What follows belongs to an exercise in optimizing a design on an open flow for small area and a short achievable clock period; a production flow would make more cautious choices. RTL that was checked went through simulation tests only; none was proved equivalent to the original. Power is estimated from default activity; no workload was simulated.

==> flow/design.v <==
module M216A_TopModule(
    input  wire       clk_i,
    input  wire       rst_i,
    input  wire [4:0] width_i,
    input  wire [4:0] height_i,
    output wire [7:0] index_x_o,
    output wire [7:0] index_y_o,
    output wire [3:0] strike_o
);
    reg [4:0] hr, wr;
    always @(posedge clk_i) begin
        hr <= height_i;
        wr <= width_i;
    end
    wire valid = |hr[4:2];
    reg       started;
    reg [1:0] p;
    always @(posedge clk_i) begin
        if (rst_i) begin
            started <= 1'b0;
            p <= 2'd0;
        end else begin
            if (valid) started <= 1'b1;
            if (valid | started) p <= p + 2'd1;
        end
    end
    wire clr = rst_i | ~started;
    reg  [52:1] RH, RT;
    wire [3:0] T1  = RT[4:1],   T2  = RT[8:5],   T3  = RT[12:9],  T4  = RT[16:13];
    wire [3:0] T5  = RT[20:17], T6  = RT[24:21], T7  = RT[28:25], T8  = RT[32:29];
    wire [3:0] T9  = RT[36:33], T10 = RT[40:37], T11 = RT[44:41], T12 = RT[48:45];
    wire [3:0] T13 = RT[52:49];
    reg [3:0] A0, A1, A2;
    always @(*) begin
        A1 = 4'hF;
        A2 = 4'hF;
        case (hr)
            5'd4:  begin A0 = T10; A1 = T8;  end
            5'd5:  begin A0 = T8;  A1 = T6;  end
            5'd6:  begin A0 = T6;  A1 = T4;  end
            5'd7:  begin A0 = T4;  A1 = T1;  A2 = T2; end
            5'd8:  begin A0 = T1;  A1 = T2;  A2 = T3; end
            5'd9:  begin A0 = T3;  A1 = T5;  end
            5'd10: begin A0 = T5;  A1 = T7;  end
            5'd11: begin A0 = T7;  A1 = T9;  end
            5'd12: begin A0 = T9;  end
            default: begin A0 = T13; A1 = T12; A2 = T11; end
        endcase
    end
    function cmp4;
        input [3:0] a, b;
        input c;
        integer i;
        reg r;
        begin
            r = c;
            for (i = 0; i < 4; i = i + 1)
                r = (~a[i] & b[i]) | (~a[i] & r) | (b[i] & r);
            cmp4 = r;
        end
    endfunction
    wire [3:0] klo = 4'd0 - wr[3:0];
    reg le01_l, le02_l, le12_l, f0_l, f1_l, f2_l;
    always @(posedge clk_i) begin
        le01_l <= cmp4(A0, A1, 1'b1);
        le02_l <= cmp4(A0, A2, 1'b1);
        le12_l <= cmp4(A1, A2, 1'b1);
        f0_l   <= cmp4(A0, klo, 1'b1);
        f1_l   <= cmp4(A1, klo, 1'b1);
        f2_l   <= cmp4(A2, klo, 1'b1);
    end
    reg le01, le02, le12, f0, f1, f2;
    always @(posedge clk_i) begin
        if (p == 2'd1) begin
            le01 <= cmp4(A0, A1, le01_l);
            le02 <= cmp4(A0, A2, le02_l);
            le12 <= cmp4(A1, A2, le12_l);
            f0   <= cmp4(A0, 4'd7, f0_l);
            f1   <= cmp4(A1, 4'd7, f1_l);
            f2   <= cmp4(A2, 4'd7, f2_l);
        end
    end
    wire win0 = le01 & le02;
    wire win1 = ~le01 & le12;
    wire win2 = ~win0 & ~win1;
    wire fit = win0 & f0 | win1 & f1 | win2 & f2;
    wire [3:0] Tsel = {4{win0}} & A0 | {4{win1}} & A1 | {4{win2}} & A2;
    reg [3:0] cid;    
    always @(*) begin
        case (hr)
            5'd4:  cid = win0 ? 4'd10 : 4'd8;
            5'd5:  cid = win0 ? 4'd8  : 4'd6;
            5'd6:  cid = win0 ? 4'd6  : 4'd4;
            5'd7:  cid = win0 ? 4'd4  : (win1 ? 4'd1 : 4'd2);
            5'd8:  cid = win0 ? 4'd1  : (win1 ? 4'd2 : 4'd3);
            5'd9:  cid = win0 ? 4'd3  : 4'd5;
            5'd10: cid = win0 ? 4'd5  : 4'd7;
            5'd11: cid = win0 ? 4'd7  : 4'd9;
            5'd12: cid = 4'd9;
            default: cid = win0 ? 4'd13 : (win1 ? 4'd12 : 4'd11);
        endcase
    end
    reg inc;
    wire [3:0] addend = p[0] ? {3'b0, inc} : wr[3:0];
    wire [4:0] sum = Tsel + addend;
    reg [3:0] sumr, xlo;
    always @(posedge clk_i) begin
        inc  <= sum[4] | wr[4];
        sumr <= sum[3:0];
        xlo  <= Tsel;
    end
    reg [3:0] code;
    reg [7:0] xq;
    always @(posedge clk_i) begin
        if (rst_i)
            code <= 4'd0;
        else if (p == 2'd2)
            code <= ~valid ? 4'd0 : (fit ? cid : 4'd15);
    end
    always @(posedge clk_i) begin
        if (p == 2'd3)
            xq <= (code == 4'd15) ? 8'd128 : {Tsel, xlo};
    end
    wire wph = p[0] ~^ p[1];    
    wire [3:0] wdat = clr ? 4'd0 : sumr;
    reg  [13:1] wen;
    integer s;
    always @(*) begin
        for (s = 1; s <= 13; s = s + 1)
            wen[s] = clr | (wph & (code == s));
    end
    always @(posedge clk_i) begin
        for (s = 1; s <= 13; s = s + 1) begin
            RH[4*s -: 4] <= RT[4*s -: 4];
            RT[4*s -: 4] <= wen[s] ? wdat : RH[4*s -: 4];
        end
    end
    reg [7:0] ytab;
    always @(*) begin
        case (code)
            4'd1:  ytab = 8'd0;
            4'd2:  ytab = 8'd8;
            4'd3:  ytab = 8'd16;
            4'd4:  ytab = 8'd25;
            4'd5:  ytab = 8'd32;
            4'd6:  ytab = 8'd42;
            4'd7:  ytab = 8'd48;
            4'd8:  ytab = 8'd59;
            4'd9:  ytab = 8'd64;
            4'd10: ytab = 8'd76;
            4'd11: ytab = 8'd80;
            4'd12: ytab = 8'd96;
            4'd13: ytab = 8'd112;
            default: ytab = 8'd128;
        endcase
    end
    reg [7:0] xo, yo;
    reg [3:0] so;
    always @(posedge clk_i) begin
        if (rst_i) begin
            xo <= 8'd0;
            yo <= 8'd0;
            so <= 4'd0;
        end else if (p == 2'd2 && code != 4'd0) begin
            xo <= xq;
            yo <= ytab;
            if (code == 4'd15) so <= so + 4'd1;
        end
    end
    assign index_x_o = xo;
    assign index_y_o = yo;
    assign strike_o  = so;
endmodule
clock: 4.0 ns
lec_check: 0
cap_margin: 20
core_margin: 2
core_utilization: 40
gpl_timing_driven: 0
slew_margin: 20
run.sh (not shown) runs the stock make flow with config.mk's settings and CLKGATE_MAP_FILE= SYNTH_SCRIPT=/design/flow/synth_recipe.tcl, a recipe that flattens the netlist after the stock synthesis.
==> next run, changes <==
Settings changed: CTS_BUF_LIST set to sky130_fd_sc_hd__clkbuf_4 sky130_fd_sc_hd__clkbuf_8, SETUP_SLACK_MARGIN set to 1.5.
The new run completed with no timing, DRC or antenna violations.
Synthesized area stays the same.
Power is lower by 7.9%.
Count of clock-buffer cells in the layout does not change.
Function was not checked in any run of this note: the RTL went through the layout flow alone.

---

run 1:
Another version of the RTL of M216A_TopModule (not shown whole).
Size: about 660 cells after synthesis, ~180 flip-flops, roughly 6700 µm² of cells after synthesis.
export LEC_CHECK = 0
export CAP_MARGIN = 20
export CORE_MARGIN = 2
export CORE_UTILIZATION = 40
export CTS_BUF_LIST = sky130_fd_sc_hd__clkbuf_4 sky130_fd_sc_hd__clkbuf_8
export GPL_TIMING_DRIVEN = 0
export SETUP_SLACK_MARGIN = 2.2
export SLEW_MARGIN = 20
create_clock -name core_clock -period 4.0 [get_ports {clk_i}]
Run 1: done, clean on timing, DRC and antenna
The following lists how run 2 was set up differently from run 1:
Settings: a change of SETUP_SLACK_MARGIN from 2.2 to 1.5.
Run 2 reports a lower utilization after layout than run 1 does. Relative to run 1, total number of vias has decreased by 289 in run 2. Run 2 reports a lower number of setup buffers added after CTS than run 1 does. Delta (run 2 minus run 1): worst stage delay on the critical path dropped 0.12 ns, count of plain and timing-repair buffers has decreased, area fraction in and, or, nand and nor cells after synthesis comparable, sequential-to-total area share from yosys stat flat. Compared with run 1, post-detailed-route wirelength per cell in run 2 decreased slightly. The final cell count without fillers in run 2 sits 5.6% below the value recorded for run 1. Run 1 -> run 2: wire length decreased by a few percent. Compared to run 1, run 2 shows a narrower setup margin.
The following lists how run 3 was set up differently from run 2:
Settings: CTS_CLUSTER_SIZE newly set to 50; CTS_CLUSTER_DIAMETER newly set to 200.
Findings:
Run 2 → run 3: net count reported at finish level, minimum period implied by the final worst setup slack comparable, post-layout worst setup margin shows no meaningful change.

---

M216A_TopModule, a different RTL version from the one above (not shown whole).
For scale: ~580 cells after synthesis, ~170 flip-flops, roughly 32 I/O pins, roughly 5800 um2 of cells after synthesis.
==> flow/config.mk <==
export PLATFORM = sky130hd
export DESIGN_NAME = M216A_TopModule
export DESIGN_NICKNAME = M216A_TopModule
export VERILOG_FILES = /design/flow/design.v
export SDC_FILE = /design/flow/constraint.sdc
export NUM_CORES = 4
export LEC_CHECK = 0
export CAP_MARGIN = 20
export CORE_MARGIN = 2
export CORE_UTILIZATION = 40
export CTS_BUF_LIST = sky130_fd_sc_hd__clkbuf_4 sky130_fd_sc_hd__clkbuf_8
export GPL_TIMING_DRIVEN = 0
export SETUP_SLACK_MARGIN = 1.5
export SLEW_MARGIN = 20
==> flow/constraint.sdc <==
create_clock -name core_clock -period 4.0 [get_ports {clk_i}]
set_input_delay 0.8000 -clock core_clock [delete_from_list [all_inputs] [get_ports {clk_i}]]
set_output_delay 0.8000 -clock core_clock [all_outputs]
set_load 0.01 [all_outputs]
standard.sh (not shown) runs the stock make flow with config.mk's settings and CLKGATE_MAP_FILE= SYNTH_SCRIPT=/design/flow/synth_recipe.tcl, a recipe that flattens the netlist after the stock synthesis.
==> flow/flow/run.sh <==
#!/bin/bash
# Standard layout with two changes: the port buffers are buf_2 cells, and
# synthesis maps the logic with flow/abc.script instead of ORFS's
# abc_speed.script (same synthesis otherwise, so the registers are the
# standard synthesis's).  Each step's output goes to its own log here.
set -e
rm -rf scripts_abc
cp -r "$FLOW_HOME/scripts" scripts_abc
cp flow/abc.script scripts_abc/abc_speed.script
export BUFFER_PORTS_ARGS="-buffer_cell sky130_fd_sc_hd__buf_2"
bash standard.sh SCRIPTS_DIR="$PWD/scripts_abc" CTS_ARGS='-sink_clustering_enable -repair_clock_nets -dont_use_dummy_load -buf_list {sky130_fd_sc_hd__clkbuf_4 sky130_fd_sc_hd__clkbuf_8}' finish > standard.log 2>&1
==> flow/flow/abc.script <==
strash
&get -n
&fraig -x
&put
scorr
dc2
dretime
strash
&get -n
&dch -f
&nf
&put
The starting point finished clean.
Rerun with:
Settings changed: CORE_UTILIZATION 40 to 65, PLACE_DENSITY set to 0.75, SETUP_SLACK_MARGIN 1.5 to 2.05.
Outcome:
- The new run completed with no timing, DRC or antenna violations
- clock skew went up by 0.0085 ns
- clock-buffer cell count does not change
- routed wire length decreases by 2.7%
- total power rises by 1.0%
- register-to-register slack gains 0.35 ns
- setup slack improves by 0.35 ns
- die area fell by 37%
- synthesized cell count does not change
- hold slack gets worse by 0.019 ns
- global-route usage rose by 10 points
Rerun with:
Settings changed: CORE_UTILIZATION 65 to 40, PLACE_DENSITY 0.75 to not set, SETUP_SLACK_MARGIN 2.05 to 1.8.
Via count goes down by 2.7%.
Non-clock buffer count decreases by 11.
Total power shrinks by 0.91%.
Utilization came out lower by 31 points.
Maximum frequency went down by 7.7%.
Count of clock-buffer cells in the layout is unchanged.
Design area fell by 1.5%.
Sequential share of layout area climbs by 0.66 points.
Rerun with:
--- a/flow/flow/run.sh
+++ b/flow/flow/run.sh
@@ -9,3 +9,3 @@
 cp flow/abc.script scripts_abc/abc_speed.script
-export BUFFER_PORTS_ARGS="-buffer_cell sky130_fd_sc_hd__buf_2"
+export BUFFER_PORTS_ARGS="-buffer_cell sky130_fd_sc_hd__buf_1"
 bash standard.sh SCRIPTS_DIR="$PWD/scripts_abc" CTS_ARGS='-sink_clustering_enable -repair_clock_nets -dont_use_dummy_load -buf_list {sky130_fd_sc_hd__clkbuf_4 sky130_fd_sc_hd__clkbuf_8}' finish > standard.log 2>&1
Settings changed: SETUP_SLACK_MARGIN 1.8 to 2.35, TNS_END_PERCENT set to 5.
Maximum frequency goes up by 10%.
Cell area goes up by 4.2%.
Die area stays the same.
Wire length goes up by 7.6%.
Core utilization goes up by 1.9 points.
Global-route usage goes up by 1.3 points.
Clock power hardly moves.

---

== the reference run ==
M216A_TopModule, a different RTL version from the one above (not shown whole).
Size: about 550 cells after synthesis.
Settings: LEC_CHECK=0, CAP_MARGIN=20, CORE_MARGIN=2, CORE_UTILIZATION=40, CTS_BUF_LIST=sky130_fd_sc_hd__clkbuf_4 sky130_fd_sc_hd__clkbuf_8, GPL_TIMING_DRIVEN=0, SETUP_SLACK_MARGIN=1.8, SLEW_MARGIN=20; clock period 4.0 ns.
==> flow/flow/run.sh <==
#!/bin/bash
# Standard layout with two changes: the port buffers are buf_2 cells, and
# synthesis maps the logic with flow/abc.script instead of ORFS's
# abc_speed.script (same synthesis otherwise, so the registers are the
# standard synthesis's).  Each step's output goes to its own log here.
set -e
rm -rf scripts_abc
cp -r "$FLOW_HOME/scripts" scripts_abc
cp flow/abc.script scripts_abc/abc_speed.script
export BUFFER_PORTS_ARGS="-buffer_cell sky130_fd_sc_hd__buf_2"
bash standard.sh SCRIPTS_DIR="$PWD/scripts_abc" CTS_ARGS='-sink_clustering_enable -repair_clock_nets -dont_use_dummy_load -buf_list {sky130_fd_sc_hd__clkbuf_4 sky130_fd_sc_hd__clkbuf_8}' finish > standard.log 2>&1
Scripts as last shown in full above: flow/flow/abc.script
The following lists how the trial run was set up differently from the reference run:
==> flow/flow/run.sh <==
#!/bin/bash
# Standard layout with two changes: the port buffers are buf_2 cells, and
# synthesis maps the logic with flow/abc.script instead of ORFS's
# abc_speed.script (same synthesis otherwise, so the registers are the
# standard synthesis's).  Each step's output goes to its own log here.
set -e
rm -rf scripts_abc
cp -r "$FLOW_HOME/scripts" scripts_abc
cp flow/abc.script scripts_abc/abc_speed.script
export BUFFER_PORTS_ARGS="-buffer_cell sky130_fd_sc_hd__buf_2"
bash standard.sh SCRIPTS_DIR="$PWD/scripts_abc" finish > standard.log 2>&1
### Flow results
Re final critical delay including setup and external delays: the reference run and the trial run aren't equal, and the lower value belongs to the reference run. Re power drawn by the clock network: the trial run is 34% up on the reference run. Total internal power went up by a few percent going from the reference run to the trial run. The trial run has met1 routing resource usage after global routing above what the reference run had. The higher post-layout total power came out of the trial run. Compared with the reference run, in the trial run share of the cycle needed by the critical path after routing picked up an extra 1.3 points; met3 demand-to-capacity share in global routing now smaller; largest voltage drop on the vdd net now smaller. Changes observed in the trial run relative to the reference run: wire length picked up an extra about 4.3%; overall via count from detail_route grew by 4.5%; fill cell instance count of the final layout fell by 34.

---

Another version of the RTL of M216A_TopModule (not shown whole).
For scale: roughly 170 flip-flops, roughly 6200 um2 of cells after synthesis.
export LEC_CHECK = 0
export CAP_MARGIN = 20
export CORE_MARGIN = 2
export CORE_UTILIZATION = 40
export CTS_BUF_LIST = sky130_fd_sc_hd__clkbuf_4 sky130_fd_sc_hd__clkbuf_8
export GPL_TIMING_DRIVEN = 0
export SETUP_SLACK_MARGIN = 1.8
export SLEW_MARGIN = 20
create_clock -name core_clock -period 4.0 [get_ports {clk_i}]
==> flow/flow/run.sh <==
#!/bin/bash
# Standard layout with two changes: the port buffers are buf_2 cells, and
# synthesis maps the logic with flow/abc.script instead of ORFS's
# abc_speed.script (same synthesis otherwise, so the registers are the
# standard synthesis's).  Each step's output goes to its own log here.
set -e
rm -rf scripts_abc
cp -r "$FLOW_HOME/scripts" scripts_abc
cp flow/abc.script scripts_abc/abc_speed.script
export BUFFER_PORTS_ARGS="-buffer_cell sky130_fd_sc_hd__buf_2"
bash standard.sh SCRIPTS_DIR="$PWD/scripts_abc" finish > standard.log 2>&1
==> flow/flow/abc.script <==
strash
&get -n
&fraig -x
&put
scorr
dc2
dretime
strash
&get -n
&dch -f
&nf
&put
buffer
upsize
dnsize
The first run completed without violations.
Then changed:
==> flow/flow/run.sh (replaced) <==
#!/bin/bash
# Standard layout, but with faster port buffers than the default pick.
cp standard.sh standard_sh.txt
export BUFFER_PORTS_ARGS="-buffer_cell sky130_fd_sc_hd__buf_2"
bash standard.sh > standard.log 2>&1
removed: flow/flow/abc.script
Outcome: Routed wire length is about the same; cell count came out higher by a little under a tenth; synthesized area increases by a few percent; clock-buffer cell count went up by 1; sequential cell count is unchanged; worst hold slack loses 0.0038 ns; sequential share of layout area shrinks by 2.0 points.

afterwards: timing with drivers on the ports:
No port has a modelled driver above. Below, the same layouts with a new extraction and two added sets of constraints. Step 1 assumes that a clkbuf_16 drives the clock port and a buf_2 every other input. Step 2, shift: input delay + t, output delay - t, t = (earliest + latest rising clock arrival at the registers) / 2. This alone moves slack from input paths to output paths. Three values: no drivers, after step 1, after step 2; two values: the first two.
| run | t (ns) | setup WS [ns] | worst setup path after step 2 | worst register clock-pin slew, ns |
|---|---|---|---|---|
| the first run of note 1 | 0.469 | 0.520 / 0.520 / 0.520 | register to register | 0.07 / 0.07 |
| the second run of note 1 | 0.497 | 1.302 / 1.302 / 1.302 | register to register | 0.10 / 0.10 |
| run 1 | 0.506 | 1.668 / 1.668 / 1.668 | register to register | 0.10 / 0.10 |
| run 2 | 0.506 | 1.575 / 1.575 / 1.575 | register to register | 0.09 / 0.09 |
| run 3 | 0.506 | 1.575 / 1.575 / 1.575 | register to register | 0.09 / 0.09 |
| the first run of note 3 | 0.480 | 1.746 / 1.746 / 1.562 | input to register | 0.08 / 0.08 |
| the second run of note 3 | 0.456 | 2.098 / 2.098 / 1.718 | input to register | 0.09 / 0.09 |
| the third run of note 3 | 0.476 | 1.940 / 1.940 / 1.571 | input to register | 0.08 / 0.08 |
| the fourth run of note 3 | 0.473 | 2.133 / 2.133 / 1.721 | input to register | 0.09 / 0.09 |
| the reference run | 0.485 | 1.828 / 1.828 / 1.479 | input to register | 0.09 / 0.09 |
| the trial run | 0.490 | 1.774 / 1.774 / 1.453 | input to register | 0.09 / 0.09 |
| the first run of note 5 | 0.505 | 1.661 / 1.661 / 1.433 | input to register | 0.09 / 0.09 |
| the second run of note 5 | 0.490 | 1.700 / 1.700 / 1.559 | input to register | 0.09 / 0.09 |
After both steps every run listed still meets setup and hold. For the fourth run of note 3, which loses most, drivers alone change the setup slack by 0.000 ns; drivers and shift together by -0.412 ns.
